Context: an optimization exercise on an open-source flow, tuned for small area. The choices shown serve that exercise and are no tape-out recipe. Function was checked by simulation only, so behaviour that the tests miss may differ from the original. No activity file was given, so power comes from the tool's default toggle rates.

## run 1
// ddr4_access_top
module ddr4_access_top (
      input  wire         pr_logic_clk_clk,
      input  wire         iopll_locked,
      input  wire         pr_logic_mm_waitrequest,
      input  wire [511:0] pr_logic_mm_readdata,
      input  wire         pr_logic_mm_readdatavalid,
      output reg  [4:0]   pr_logic_mm_burstcount,
      output reg  [511:0] pr_logic_mm_writedata,
      output reg  [30:0]  pr_logic_mm_address,
      output reg          pr_logic_mm_write,
      output reg          pr_logic_mm_read,
      output reg  [63:0]  pr_logic_mm_byteenable,
      output reg          pr_logic_mm_debugaccess,
      input  wire         local_cal_success,
      input  wire         local_cal_fail,
      output wire         ddr4a_global_reset,
      output reg          pr_logic_reset,
      output reg          pr_logic_cra_waitrequest,
      output wire [31:0]  pr_logic_cra_readdata,
      output wire         pr_logic_cra_readdatavalid,
      input  wire [0:0]   pr_logic_cra_burstcount,
      input  wire [31:0]  pr_logic_cra_writedata,
      input  wire [13:0]  pr_logic_cra_address,
      input  wire         pr_logic_cra_write,
      input  wire         pr_logic_cra_read,
      input  wire [3:0]   pr_logic_cra_byteenable,
      input  wire         pr_logic_cra_debugaccess,
      input  wire         pr_logic_reset_reset_n
   );
Settings: LEC_CHECK=0, CAP_MARGIN=20, CORE_AREA=10 10 290 290, DIE_AREA=0 0 300 300, PLACE_DENSITY=0.75, SLEW_MARGIN=20; clock period 5.0 ns.
standard.sh (not shown) runs the stock make flow with config.mk's settings and CLKGATE_MAP_FILE= SYNTH_SCRIPT=/design/flow/synth_recipe.tcl, a recipe that flattens the netlist after the stock synthesis.
==> flow/flow/run.sh <==
#!/bin/bash
# The standard ORFS layout (standard.sh), with these changes:
# - the smallest buffer (buf_1) on every input and output port;
# - pins on met2 and met4 at the top and bottom edges (met3 at the sides);
# - one tie cell per constant instead of one per constant output;
# - a clock tree of small buffers without dummy loads.
set -euo pipefail
export CTS_ARGS="-sink_clustering_enable -repair_clock_nets -dont_use_dummy_load -buf_list sky130_fd_sc_hd__clkbuf_8 -sink_clustering_size 15 -sink_clustering_max_diameter 50"
bash standard.sh "BUFFER_PORTS_ARGS=-buffer_cell sky130_fd_sc_hd__buf_1" "IO_PLACER_V=met2 met4" "SKIP_REPAIR_TIE_FANOUT=1" finish > flow_make.log 2>&1
Per the final summary, run 1 finished and its layout is clean on timing, DRC and antenna.
### run 1 -> run 2
--- a/flow/design.v
+++ b/flow/design.v
@@ -52,18 +52,29 @@
    reg         rvalid;
    reg         sw_reset;
    wire        pass, fail;
    wire        ddr_access_completed;
    reg         clear_start_operation;
    reg  [1:0]  pr_op_err;
    wire        addr_ok = ~|pr_logic_cra_address[13:5];
    wire [2:0]  ra      = pr_logic_cra_address[4:2];
    wire        wr_ok   = pr_logic_cra_write & addr_ok;
+   function automatic [31:0] inc32(input [31:0] x, input ci);
+      reg [32:0] c;
+      integer i;
+      begin
+         c[0] = ci;
+         for (i = 0; i < 32; i = i + 1)
+            if ((i + 1) % 8 == 0) c[i+1] = ci & (&(x | ~((33'h1 << (i + 1)) - 33'h1)));
+            else                c[i+1] = c[i] & x[i];
+         inc32 = x ^ c[31:0];
+      end
+   endfunction
    function automatic [31:0] merge(input [31:0] old, input [31:0] wd, input [3:0] be);
       merge = { be[3] ? wd[31:24] : old[31:24],
                 be[2] ? wd[23:16] : old[23:16],
                 be[1] ? wd[15:8]  : old[15:8],
                 be[0] ? wd[7:0]   : old[7:0] };
    endfunction
    always @(posedge clk or negedge rst_n) begin
       if (!rst_n) begin
          first <= 1'b1;
@@ -92,19 +103,19 @@
    end
    always @(posedge clk) begin
       cs_q   <= cal_success;
       cf_q   <= cal_fail;
       iop_q  <= iopll_locked;
       err_q  <= pr_op_err;
       pass_d <= pass;
       sw_d   <= sw_reset;
       if (first || sw_d) cnt_q <= 32'h0;
-      else               cnt_q <= cnt_q + {31'h0, pass_d};
+      else               cnt_q <= inc32(cnt_q, pass_d);
    end
    wire [7:0] sel;
    genvar gs;
    generate
       for (gs = 0; gs < 8; gs = gs + 1) begin : g_sel
          assign sel[gs] = addr_ok && (ra == gs);
       end
    endgenerate
    wire sel0_live = sel[0] & ~first;
@@ -155,19 +166,19 @@
    always @(posedge clk or negedge rst_n) begin
       if (!rst_n) begin
          recal_counter <= 2'b0;
          rst_counter <= 8'b0;
          gr_q <= 1'b0; gr <= 1'b0; emif_reset_q <= 1'b0; emif_sw_reset <= 1'b0;
       end else begin
          if (sw_reset || reset_recal_counter) recal_counter <= 2'b0;
          else if (start_recalibration)        recal_counter <= {recal_counter[0], ~recal_counter[0]};
          if (start_recalibration || emif_sw_reset) rst_counter <= 8'b0;
-         else if (!rst_counter[7])                 rst_counter <= rst_counter + 8'd1;
+         else                                      rst_counter <= inc32({24'h0, rst_counter}, ~rst_counter[7]);
          gr_q <= ~rst_counter[7];
          gr   <= gr_q;
          emif_reset_q  <= emif_reset;
          emif_sw_reset <= emif_reset & ~emif_reset_q;
       end
    end
    localparam [2:0] M_IDLE = 3'd0, M_CAL = 3'd1, M_WAIT = 3'd2, M_RETRY = 3'd3, M_DDR = 3'd4;
    reg [2:0] m_state, m_next;
    reg       start_traffic_generator;
@@ -254,19 +265,19 @@
       end else begin
          t_state <= t_next;
          completed_q <= !first && (t_next == T_IDLE) && at_final && |target_address;
          start_traffic_generator_q <= start_traffic_generator;
       end
    end
    always @(posedge clk) begin
       if (sw_reset || first)  target_address <= 31'b0;
       else if (!start_ddr_wr_rd) target_address <= initial_addr;
-      else if (pass || fail)  target_address <= target_address + 31'd1;
+      else                    target_address <= inc32({1'b0, target_address}, pass | fail);
    end
    always @(posedge clk) initial_addr <= mem_addr[30:0];
    always @(posedge clk) begin
       if (pass || (start_traffic_generator && !start_traffic_generator_q))
          target_seed <= lfsr;
    end
    function automatic [511:0] expand(input [31:0] r);
       expand = {
          ~{r[31:10]},~{r[9:0],r[31:22]},~{r[21:0]},
--- outcome ---
The run with more routed wire is run 1, not run 2.
Measured against each other, run 2 and run 1 differ in minimum period implied by the final worst setup slack, the lower figure coming from run 2.
Clock power share: run 2 < run 1
Re number of antenna violations at the first check in global routing: run 2 and run 1 aren't equal, and the lower value belongs to run 2.
Relative to run 1, the internal reg-to-reg setup slack of run 2 is higher by 220 ps.
Count of buffers not belonging to the clock network in the layout of run 2 falls short of that of run 1 slightly.
Taking run 1 as the reference, in run 2 setup slack higher, fmax higher.
Run 2 ended up with a lower routed length per instance than run 1 did.
Diff run 1 -> run 2: final weighted congestion in routability-driven placement down 1.9%, data-path buffer share of cell area in the final layout roughly the same, combinational share of power shows an increase of 6.3 points.

* * *

Setup of sierra:
ddr4_access_top with an RTL version that a note above also has.
Size: about 520 flip-flops, roughly 27000 um^2 of cells after synthesis.
export LEC_CHECK = 0
export CAP_MARGIN = 20
export CORE_AREA = 10 10 290 290
export DIE_AREA = 0 0 300 300
export PLACE_DENSITY = 0.75
export SLEW_MARGIN = 20
create_clock -name core_clock -period 5.0 [get_ports {pr_logic_clk_clk}]
==> flow/flow/run.sh <==
#!/bin/bash
# The standard ORFS layout (standard.sh), with these changes:
# - the smallest buffer (buf_1) on every input and output port;
# - pins on met2 and met4 at the top and bottom edges (met3 at the sides);
# - one tie cell per constant instead of one per constant output;
# - a clock tree of small buffers without dummy loads.
set -euo pipefail
export CTS_ARGS="-sink_clustering_enable -repair_clock_nets -dont_use_dummy_load -buf_list sky130_fd_sc_hd__clkbuf_8 -sink_clustering_size 17 -sink_clustering_max_diameter 55"
bash standard.sh "BUFFER_PORTS_ARGS=-buffer_cell sky130_fd_sc_hd__buf_1" "IO_PLACER_V=met2 met4" "SKIP_REPAIR_TIE_FANOUT=1" finish > flow_make.log 2>&1
The following lists how fjord was set up differently from sierra:
-- flow/design.v --
<<< sierra, line 59
   wire [2:0]  ra      = pr_logic_cra_address[4:2];
   wire        wr_ok   = pr_logic_cra_write & addr_ok;
   function automatic [31:0] inc32(input [31:0] x, input ci);
      reg [32:0] c;
      integer i;
      begin
         c[0] = ci;
         for (i = 0; i < 32; i = i + 1)
            if ((i + 1) % 8 == 0) c[i+1] = ci & (&(x | ~((33'h1 << (i + 1)) - 33'h1)));
            else                c[i+1] = c[i] & x[i];
         inc32 = x ^ c[31:0];
      end
   endfunction
   function automatic [31:0] merge(input [31:0] old, input [31:0] wd, input [3:0] be);
      merge = { be[3] ? wd[31:24] : old[31:24],
>>> fjord, line 59
   wire [2:0]  ra      = pr_logic_cra_address[4:2];
   wire        wr_ok   = pr_logic_cra_write & addr_ok;
   function automatic [31:0] merge(input [31:0] old, input [31:0] wd, input [3:0] be);
      merge = { be[3] ? wd[31:24] : old[31:24],
<<< sierra, line 110
      sw_d   <= sw_reset;
      if (first || sw_d) cnt_q <= 32'h0;
      else               cnt_q <= inc32(cnt_q, pass_d);
   end
   wire [7:0] sel;
>>> fjord, line 99
      sw_d   <= sw_reset;
      if (first || sw_d) cnt_q <= 32'h0;
      else               cnt_q <= cnt_q + {31'h0, pass_d};
   end
   wire [7:0] sel;
<<< sierra, line 173
         else if (start_recalibration)        recal_counter <= {recal_counter[0], ~recal_counter[0]};
         if (start_recalibration || emif_sw_reset) rst_counter <= 8'b0;
         else                                      rst_counter <= inc32({24'h0, rst_counter}, ~rst_counter[7]);
         gr_q <= ~rst_counter[7];
         gr   <= gr_q;
>>> fjord, line 162
         else if (start_recalibration)        recal_counter <= {recal_counter[0], ~recal_counter[0]};
         if (start_recalibration || emif_sw_reset) rst_counter <= 8'b0;
         else if (!rst_counter[7])                 rst_counter <= rst_counter + 8'd1;
         gr_q <= ~rst_counter[7];
         gr   <= gr_q;
<<< sierra, line 272
      if (sw_reset || first)  target_address <= 31'b0;
      else if (!start_ddr_wr_rd) target_address <= initial_addr;
      else                    target_address <= inc32({1'b0, target_address}, pass | fail);
   end
   always @(posedge clk) initial_addr <= mem_addr[30:0];
>>> fjord, line 261
      if (sw_reset || first)  target_address <= 31'b0;
      else if (!start_ddr_wr_rd) target_address <= initial_addr;
      else if (pass || fail)  target_address <= target_address + 31'd1;
   end
   always @(posedge clk) initial_addr <= mem_addr[30:0];
Notes after the runs:
From sierra to fjord the numbers moved as follows: relative slew slack increased by 5.9 points relative to the old numbers, global-route wire length before repair went up. Cell count of the worst reg-to-reg path: fjord and sierra compared, higher one is sierra. sierra → fjord: power density over cell area -about 14%; sequential share of cell area -0.46 points; detailed placement HPWL +11 mm. The final hold violation count on fjord is in line with that on sierra. fjord has less setup slack than sierra.

==> separate check: timing with driven ports <==
The flow's constraints put no driver on any port. The routed layouts listed below were extracted and timed again, unchanged, in two steps.
Step 1 sets driving cells, clkbuf_16 on the clock port and buf_2 on the other inputs (assumed; they add their load-dependent delay and slew).
Step 2, shift: input delay + t, output delay - t, t = (earliest + latest rising clock arrival at the registers) / 2. This alone moves slack from input paths to output paths.
Slacks: ideal / step 1 / step 2; pairs: ideal / step 1.
run	t (ns)	setup WS [ns]	clock arrival spread, ns	worst register clock-pin slew, ns
run 1	0.640	1.188 / 1.139 / 0.742	0.056 / 0.056	0.11 / 0.11
run 2	0.653	1.440 / 1.390 / 0.908	0.089 / 0.088	0.10 / 0.10
sierra	0.624	1.478 / 1.429 / 0.967	0.100 / 0.100	0.11 / 0.11
fjord	0.643	1.206 / 1.153 / 0.731	0.076 / 0.075	0.12 / 0.12
After both steps setup and hold are still met in every run listed. For run 2, which loses most, drivers alone change the setup slack by -0.050 ns; drivers and shift together by -0.532 ns.
